Background: an optimization exercise with open tools, aiming at small area. Do not read the settings as production practice.
The RTL was checked by simulation tests, not by an equivalence proof against the original design.
Power is estimated from default activity; no workload was simulated. The clock port is modelled as an ideal driver; clocking choices that lean on that would not hold on a real chip.

==> build 63: inputs <==
## ram
module ram
#(parameter logHeight = 5)  
(bytein, byteout, adr, rwn, clock);
==> module ram, before the edit <==
module ram
#(parameter logHeight = 5)  
(bytein, byteout, adr, rwn, clock);
    input logic [7:0] bytein;
    input logic [logHeight+1:0] adr;
    input logic rwn, clock;
    output logic [7:0] byteout;
    localparam N = 2**(logHeight+2);
    logic [7:0] mem [N-1:0];
    logic                 pend_we;
    logic [logHeight+1:0] pend_adr;
    logic [7:0]           pend_data;
    always_ff @(posedge clock) begin
        pend_we   <= ~rwn;
        pend_adr  <= adr;
        pend_data <= bytein;
        if (pend_we)
            mem[pend_adr] <= pend_data;
        if (rwn)
            byteout <= mem[adr];
    end
endmodule
make LEC_CHECK=0 CAP_MARGIN=20 CORE_MARGIN=2 CORE_UTILIZATION=50 SLEW_MARGIN=20 finish   # period 10.0 ns
run.sh (not shown) runs the stock make flow with config.mk's settings and CLKGATE_MAP_FILE= SYNTH_SCRIPT=/design/flow/synth_recipe.tcl, a recipe that flattens the netlist after the stock synthesis.
==> inputs of trial 85, as changes to build 63 <==
==> flow/design.v (replaced) <==
module rd_aoi3 (a, s, y);
    input  logic [2:0] a, s;
    output logic y;
    assign y = ~((a[0] & s[0]) | (a[1] & s[1]) | (a[2] & s[2]));
endmodule
module rd_aoi2 (a, s, y);
    input  logic [1:0] a, s;
    output logic y;
    assign y = ~((a[0] & s[0]) | (a[1] & s[1]));
endmodule
module ram
#(parameter logHeight = 5)  
(bytein, byteout, adr, rwn, clock);
    input logic [7:0] bytein;
    input logic [logHeight+1:0] adr;
    input logic rwn, clock;
    output logic [7:0] byteout;
    localparam N  = 2**(logHeight+2);
    localparam NG = (N + 2) / 3;    
    logic [7:0] mem [N-1:0];
    logic                 pend_we;
    logic [logHeight+1:0] pend_adr;
    logic [7:0]           pend_data;
    logic [3*NG-1:0] rsel;
    always_comb begin
        rsel = '0;
        for (int i = 0; i < N; i++)
            rsel[i] = (adr == i);
    end
    logic [7:0] rdata;
    genvar b, g;
    generate
        for (b = 0; b < 8; b++) begin : bit_g
            logic [NG-1:0] leaf_n;
            for (g = 0; g < NG; g++) begin : grp_g
                if (3*g + 2 < N) begin : full_g
                    rd_aoi3 u (
                        .a({mem[3*g+2][b], mem[3*g+1][b], mem[3*g][b]}),
                        .s(rsel[3*g+2:3*g]),
                        .y(leaf_n[g]));
                end else begin : part_g
                    rd_aoi2 u (
                        .a({mem[3*g+1][b], mem[3*g][b]}),
                        .s(rsel[3*g+1:3*g]),
                        .y(leaf_n[g]));
                end
            end
            assign rdata[b] = ~&leaf_n;
        end
    endgenerate
    always_ff @(posedge clock) begin
        pend_we   <= ~rwn;
        pend_adr  <= adr;
        pend_data <= bytein;
        if (pend_we)
            mem[pend_adr] <= pend_data;
        if (rwn)
            byteout <= rdata;
    end
endmodule
==> flow/flow/run.sh (new file) <==
#!/bin/bash
# Standard layout, but clock tree synthesis without dummy loads.
set -euo pipefail
export CTS_ARGS="-sink_clustering_enable -repair_clock_nets -dont_use_dummy_load"
bash standard.sh finish > standard_flow.log 2>&1
==> flow/standard.sh (new file) <==
#!/bin/bash
# synth_recipe.tcl (not shown) runs the flow's synth.tcl, then flattens the netlist and writes it again
# the make line also repeats each setting of config.mk as NAME=value (left out here)
make -C /OpenROAD-flow-scripts/flow DESIGN_CONFIG=/design/flow/config.mk WORK_HOME=/design/flow/orfs CLKGATE_MAP_FILE= SYNTH_SCRIPT=/design/flow/synth_recipe.tcl "${@:-finish}"
Settings changed: CORE_UTILIZATION 50 to 35, SYNTH_HIERARCHICAL set to 1, SYNTH_MINIMUM_KEEP_SIZE set to 0.
removed: flow/run.sh
==> inputs of trial 98, as changes to build 63 <==
==> flow/design.v (replaced) <==
module rd_aoi3 (a, s, y);
    input  logic [2:0] a, s;
    output logic y;
    assign y = ~((a[0] & s[0]) | (a[1] & s[1]) | (a[2] & s[2]));
endmodule
module g_inv (a, y);
    input  logic a;
    output logic y;
    assign y = ~a;
endmodule
module g_nand4 (a, y);
    input  logic [3:0] a;
    output logic y;
    assign y = ~&a;
endmodule
module g_nor2 (a, y);
    input  logic [1:0] a;
    output logic y;
    assign y = ~|a;
endmodule
module dec7 (en, a, y);
    input  logic       en;
    input  logic [6:0] a;
    output logic [127:0] y;
    logic [6:0] an;
    logic [7:0]  lo_n;
    logic [15:0] hi_n;
    genvar i;
    generate
        for (i = 0; i < 7; i++) begin : inv_g
            g_inv u (.a(a[i]), .y(an[i]));
        end
        for (i = 0; i < 8; i++) begin : lo_g
            g_nand4 u (.a({en,
                           i[2] ? a[2] : an[2],
                           i[1] ? a[1] : an[1],
                           i[0] ? a[0] : an[0]}), .y(lo_n[i]));
        end
        for (i = 0; i < 16; i++) begin : hi_g
            g_nand4 u (.a({i[3] ? a[6] : an[6],
                           i[2] ? a[5] : an[5],
                           i[1] ? a[4] : an[4],
                           i[0] ? a[3] : an[3]}), .y(hi_n[i]));
        end
        for (i = 0; i < 128; i++) begin : out_g
            g_nor2 u (.a({hi_n[i / 8], lo_n[i % 8]}), .y(y[i]));
        end
    endgenerate
endmodule
module or43n (a, y);
    input  logic [42:0] a;
    output logic y;
    assign y = ~&a;
endmodule
module ram
#(parameter logHeight = 5)  
(bytein, byteout, adr, rwn, clock);
    input logic [7:0] bytein;
    input logic [logHeight+1:0] adr;
    input logic rwn, clock;
    output logic [7:0] byteout;
    localparam N  = 2**(logHeight+2);
    localparam NS = N + 1;           
    localparam NG = NS / 3;          
    logic [N-1:0][7:0] mem;
    logic                 pend_we;
    logic [logHeight+1:0] pend_adr;
    logic [7:0]           pend_data;
    logic [3*NG-1:0] rsel;
    dec7 u_rdec (.en(rwn), .a(adr), .y(rsel[N-1:0]));
    g_inv u_hold (.a(rwn), .y(rsel[N]));
    logic [N-1:0] wen;
    dec7 u_wdec (.en(pend_we), .a(pend_adr), .y(wen));
    logic [7:0] nextout;
    genvar b, g;
    generate
        for (b = 0; b < 8; b++) begin : bit_g
            logic [3*NG-1:0] src;
            logic [NG-1:0]   leaf_n;
            for (g = 0; g < N; g++) begin : src_g
                assign src[g] = mem[g][b];
            end
            assign src[N] = byteout[b];    
            for (g = 0; g < NG; g++) begin : grp_g
                rd_aoi3 u (
                    .a(src[3*g+2:3*g]),
                    .s(rsel[3*g+2:3*g]),
                    .y(leaf_n[g]));
            end
            or43n u_or (.a(leaf_n), .y(nextout[b]));
        end
    endgenerate
    always_ff @(posedge clock) begin
        pend_we   <= ~rwn;
        pend_adr  <= adr;
        pend_data <= bytein;
        byteout   <= nextout;
    end
    genvar i;
    generate
        for (i = 0; i < N; i++) begin : mem_g
            always_ff @(posedge clock)
                if (wen[i])
                    mem[i] <= pend_data;
        end
    endgenerate
endmodule
==> flow/flow/run.sh (new file) <==
#!/bin/bash
# Standard layout, but a leaner clock tree: no dummy loads, sink clusters of
# up to 30 flip-flops driven by clkbuf_16 (flip-flop clock slew near 120 ps),
# and clkbuf_4 above them. Ports are buffered with the smallest buffer.
set -euo pipefail
export CTS_ARGS="-sink_clustering_enable -repair_clock_nets -dont_use_dummy_load -sink_clustering_size 30 -sink_clustering_max_diameter 100 -sink_clustering_buffer sky130_fd_sc_hd__clkbuf_16 -buf_list sky130_fd_sc_hd__clkbuf_4 -root_buf sky130_fd_sc_hd__clkbuf_4"
export BUFFER_PORTS_ARGS="-buffer_cell sky130_fd_sc_hd__buf_1"
bash standard.sh finish > standard_flow.log 2>&1
==> flow/standard.sh (new file) <==
#!/bin/bash
# synth_recipe.tcl (not shown) runs the flow's synth.tcl, then flattens the netlist and writes it again
# the make line also repeats each setting of config.mk as NAME=value (left out here)
make -C /OpenROAD-flow-scripts/flow DESIGN_CONFIG=/design/flow/config.mk WORK_HOME=/design/flow/orfs CLKGATE_MAP_FILE= SYNTH_SCRIPT=/design/flow/synth_recipe.tcl "${@:-finish}"
Settings changed: CORE_UTILIZATION 50 to 35, SYNTH_HIERARCHICAL set to 1, SYNTH_MINIMUM_KEEP_SIZE set to 0.
removed: flow/run.sh
==> summary of the runs <==
Trial 85 completed with no timing, DRC or antenna violations. Trial 98 passed the timing, design-rule and antenna checks. Build 63 passed the timing, design-rule and antenna checks.
Against trial 98, the total power of trial 85 is larger by about 20%.
Routed wire length, lowest first: build 63, trial 98, trial 85.
Combinational power, lowest first: trial 98, trial 85, build 63.
Synthesized cell count: build 63 is lower than trial 85 (about 11%).
The lowest final cell count belongs to build 63, the highest to trial 85.
Critical path depth is the same in trial 85 and trial 98.
Flip-flop and latch count is the same in trial 85 and build 63.
Between trial 98 and trial 85, the lower sequential share of layout area is in trial 85 (gap 3.3 points).
Synthesized area: trial 98 < trial 85 < build 63.
Sequential power is about the same in trial 85 and trial 98.
Of trial 98 and trial 85, trial 98 has the higher register-to-register slack (gap 0.26 ns).

========
==> inputs of run F <==
ram with an RTL version that a note above also has.
==> module g_inv, before the edit <==
module g_inv (a, y);
    input  logic a;
    output logic y;
    assign y = ~a;
endmodule
==> module g_nand4, before the edit <==
module g_nand4 (a, y);
    input  logic [3:0] a;
    output logic y;
    assign y = ~&a;
endmodule
==> module g_nor2, before the edit <==
module g_nor2 (a, y);
    input  logic [1:0] a;
    output logic y;
    assign y = ~|a;
endmodule
==> module dec7, before the edit <==
module dec7 (en, a, y);
    input  logic       en;
    input  logic [6:0] a;
    output logic [127:0] y;
    logic [6:0] an;
    logic [7:0]  lo_n;
    logic [15:0] hi_n;
    genvar i;
    generate
        for (i = 0; i < 7; i++) begin : inv_g
            g_inv u (.a(a[i]), .y(an[i]));
        end
        for (i = 0; i < 8; i++) begin : lo_g
            g_nand4 u (.a({en,
                           i[2] ? a[2] : an[2],
                           i[1] ? a[1] : an[1],
                           i[0] ? a[0] : an[0]}), .y(lo_n[i]));
        end
        for (i = 0; i < 16; i++) begin : hi_g
            g_nand4 u (.a({i[3] ? a[6] : an[6],
                           i[2] ? a[5] : an[5],
                           i[1] ? a[4] : an[4],
                           i[0] ? a[3] : an[3]}), .y(hi_n[i]));
        end
        for (i = 0; i < 128; i++) begin : out_g
            g_nor2 u (.a({hi_n[i / 8], lo_n[i % 8]}), .y(y[i]));
        end
    endgenerate
endmodule
==> module or43n, before the edit <==
module or43n (a, y);
    input  logic [42:0] a;
    output logic y;
    assign y = ~&a;
endmodule
==> module ram, before the edit <==
module ram
#(parameter logHeight = 5)  
(bytein, byteout, adr, rwn, clock);
    input logic [7:0] bytein;
    input logic [logHeight+1:0] adr;
    input logic rwn, clock;
    output logic [7:0] byteout;
    localparam N  = 2**(logHeight+2);
    localparam NS = N + 1;           
    localparam NG = NS / 3;          
    logic [N-1:0][7:0] mem;
    logic                 pend_we;
    logic [logHeight+1:0] pend_adr;
    logic [7:0]           pend_data;
    logic [3*NG-1:0] rsel;
    dec7 u_rdec (.en(rwn), .a(adr), .y(rsel[N-1:0]));
    g_inv u_hold (.a(rwn), .y(rsel[N]));
    logic [N-1:0] wen;
    dec7 u_wdec (.en(pend_we), .a(pend_adr), .y(wen));
    logic [7:0] nextout;
    genvar b, g;
    generate
        for (b = 0; b < 8; b++) begin : bit_g
            logic [3*NG-1:0] src;
            logic [NG-1:0]   leaf_n;
            for (g = 0; g < N; g++) begin : src_g
                assign src[g] = mem[g][b];
            end
            assign src[N] = byteout[b];    
            for (g = 0; g < NG; g++) begin : grp_g
                rd_aoi3 u (
                    .a(src[3*g+2:3*g]),
                    .s(rsel[3*g+2:3*g]),
                    .y(leaf_n[g]));
            end
            or43n u_or (.a(leaf_n), .y(nextout[b]));
        end
    endgenerate
    always_ff @(posedge clock) begin
        pend_we   <= ~rwn;
        pend_adr  <= adr;
        pend_data <= bytein;
        byteout   <= nextout;
    end
    genvar i;
    generate
        for (i = 0; i < N; i++) begin : mem_g
            always_ff @(posedge clock)
                if (wen[i])
                    mem[i] <= pend_data;
        end
    endgenerate
endmodule
clock: 10.0 ns
lec_check: 0
cap_margin: 20
core_margin: 2
core_utilization: 35
slew_margin: 20
synth_hierarchical: 1
synth_minimum_keep_size: 0
standard.sh (not shown) runs the stock make flow with config.mk's settings and CLKGATE_MAP_FILE= SYNTH_SCRIPT=/design/flow/synth_recipe.tcl, a recipe that flattens the netlist after the stock synthesis.
==> flow/flow/run.sh <==
#!/bin/bash
# Standard layout, but a leaner clock tree: no dummy loads, sink clusters of
# up to 30 flip-flops driven by clkbuf_16 (flip-flop clock slew near 120 ps),
# and clkbuf_8 above them. Ports are buffered with the smallest buffer.
set -euo pipefail
export CTS_ARGS="-sink_clustering_enable -repair_clock_nets -dont_use_dummy_load -sink_clustering_size 30 -sink_clustering_max_diameter 100 -sink_clustering_buffer sky130_fd_sc_hd__clkbuf_16 -buf_list sky130_fd_sc_hd__clkbuf_8 -root_buf sky130_fd_sc_hd__clkbuf_8"
export BUFFER_PORTS_ARGS="-buffer_cell sky130_fd_sc_hd__buf_1"
bash standard.sh finish > standard_flow.log 2>&1
==> run C (differences from run F) <==
==> flow/design.v (replaced) <==
module rd_aoi3 (a, s, y);
    input  logic [2:0] a, s;
    output logic y;
    assign y = ~((a[0] & s[0]) | (a[1] & s[1]) | (a[2] & s[2]));
endmodule
module ram
#(parameter logHeight = 5)  
(bytein, byteout, adr, rwn, clock);
    input logic [7:0] bytein;
    input logic [logHeight+1:0] adr;
    input logic rwn, clock;
    output logic [7:0] byteout;
    localparam N  = 2**(logHeight+2);
    localparam NS = N + 1;           
    localparam NG = NS / 3;          
    logic [7:0] mem [N-1:0];
    logic                 pend_we;
    logic [logHeight+1:0] pend_adr;
    logic [7:0]           pend_data;
    logic [3*NG-1:0] rsel;
    always_comb begin
        rsel = '0;
        for (int i = 0; i < N; i++)
            rsel[i] = rwn & (adr == i);
        rsel[N] = ~rwn;
    end
    logic [7:0] nextout;
    genvar b, g;
    generate
        for (b = 0; b < 8; b++) begin : bit_g
            logic [3*NG-1:0] src;
            logic [NG-1:0]   leaf_n;
            for (g = 0; g < N; g++) begin : src_g
                assign src[g] = mem[g][b];
            end
            assign src[N] = byteout[b];    
            for (g = 0; g < NG; g++) begin : grp_g
                rd_aoi3 u (
                    .a(src[3*g+2:3*g]),
                    .s(rsel[3*g+2:3*g]),
                    .y(leaf_n[g]));
            end
            assign nextout[b] = ~&leaf_n;
        end
    endgenerate
    always_ff @(posedge clock) begin
        pend_we   <= ~rwn;
        pend_adr  <= adr;
        pend_data <= bytein;
        if (pend_we)
            mem[pend_adr] <= pend_data;
        byteout <= nextout;
    end
endmodule
==> flow/flow/run.sh (replaced) <==
#!/bin/bash
# Standard layout, but a leaner clock tree: no dummy loads, and larger sink
# clusters driven by clkbuf_16 (the flip-flop clock slew stays near 100 ps).
# Ports are buffered with the smallest buffer.
set -euo pipefail
export CTS_ARGS="-sink_clustering_enable -repair_clock_nets -dont_use_dummy_load -buf_list sky130_fd_sc_hd__clkbuf_16 -sink_clustering_size 30 -sink_clustering_max_diameter 100"
export BUFFER_PORTS_ARGS="-buffer_cell sky130_fd_sc_hd__buf_1"
bash standard.sh finish > standard_flow.log 2>&1
CORE_UTILIZATION = 42   (was 35)
==> results.txt <==
Run C produced a clean layout. Run F passed the timing, design-rule and antenna checks.
In run C the clock skew is lower than in run F, by 0.026 ns.
Of run C and run F, run F has the higher die area (gap 16%, measured against run F).
In sequential power, run F and run C hardly differ.
In run F the combinational power is larger than in run C, by about 4%.
Against run F, the register-to-register slack of run C is lower by 0.35 ns.

## static timing again, ports no longer ideal
No port has a modelled driver above. Below, the same layouts with a new extraction and two added sets of constraints.
Step 1 sets driving cells, clkbuf_16 on the clock port and buf_2 on the other inputs (assumed; they add their load-dependent delay and slew).
Step 2, shift: input delay + t, output delay - t, t = (earliest + latest rising clock arrival at the registers) / 2. This alone moves slack from input paths to output paths.
Slacks: ideal / step 1 / step 2; pairs: ideal / step 1.
run	t (ns)	setup slack, ns	worst setup path after step 2
build 63	0.715	4.768 / 4.789 / 4.074	input to register
trial 85	0.709	4.301 / 4.330 / 3.621	input to register
trial 98	0.974	5.096 / 5.073 / 4.098	input to register
run F	0.766	4.881 / 4.854 / 4.088	input to register
run C	0.684	4.950 / 4.914 / 4.229	input to register
After both steps every run listed still meets setup and hold. The setup slack of trial 98, which loses most, moves by -0.023 ns with the drivers and by -0.998 ns with both steps.
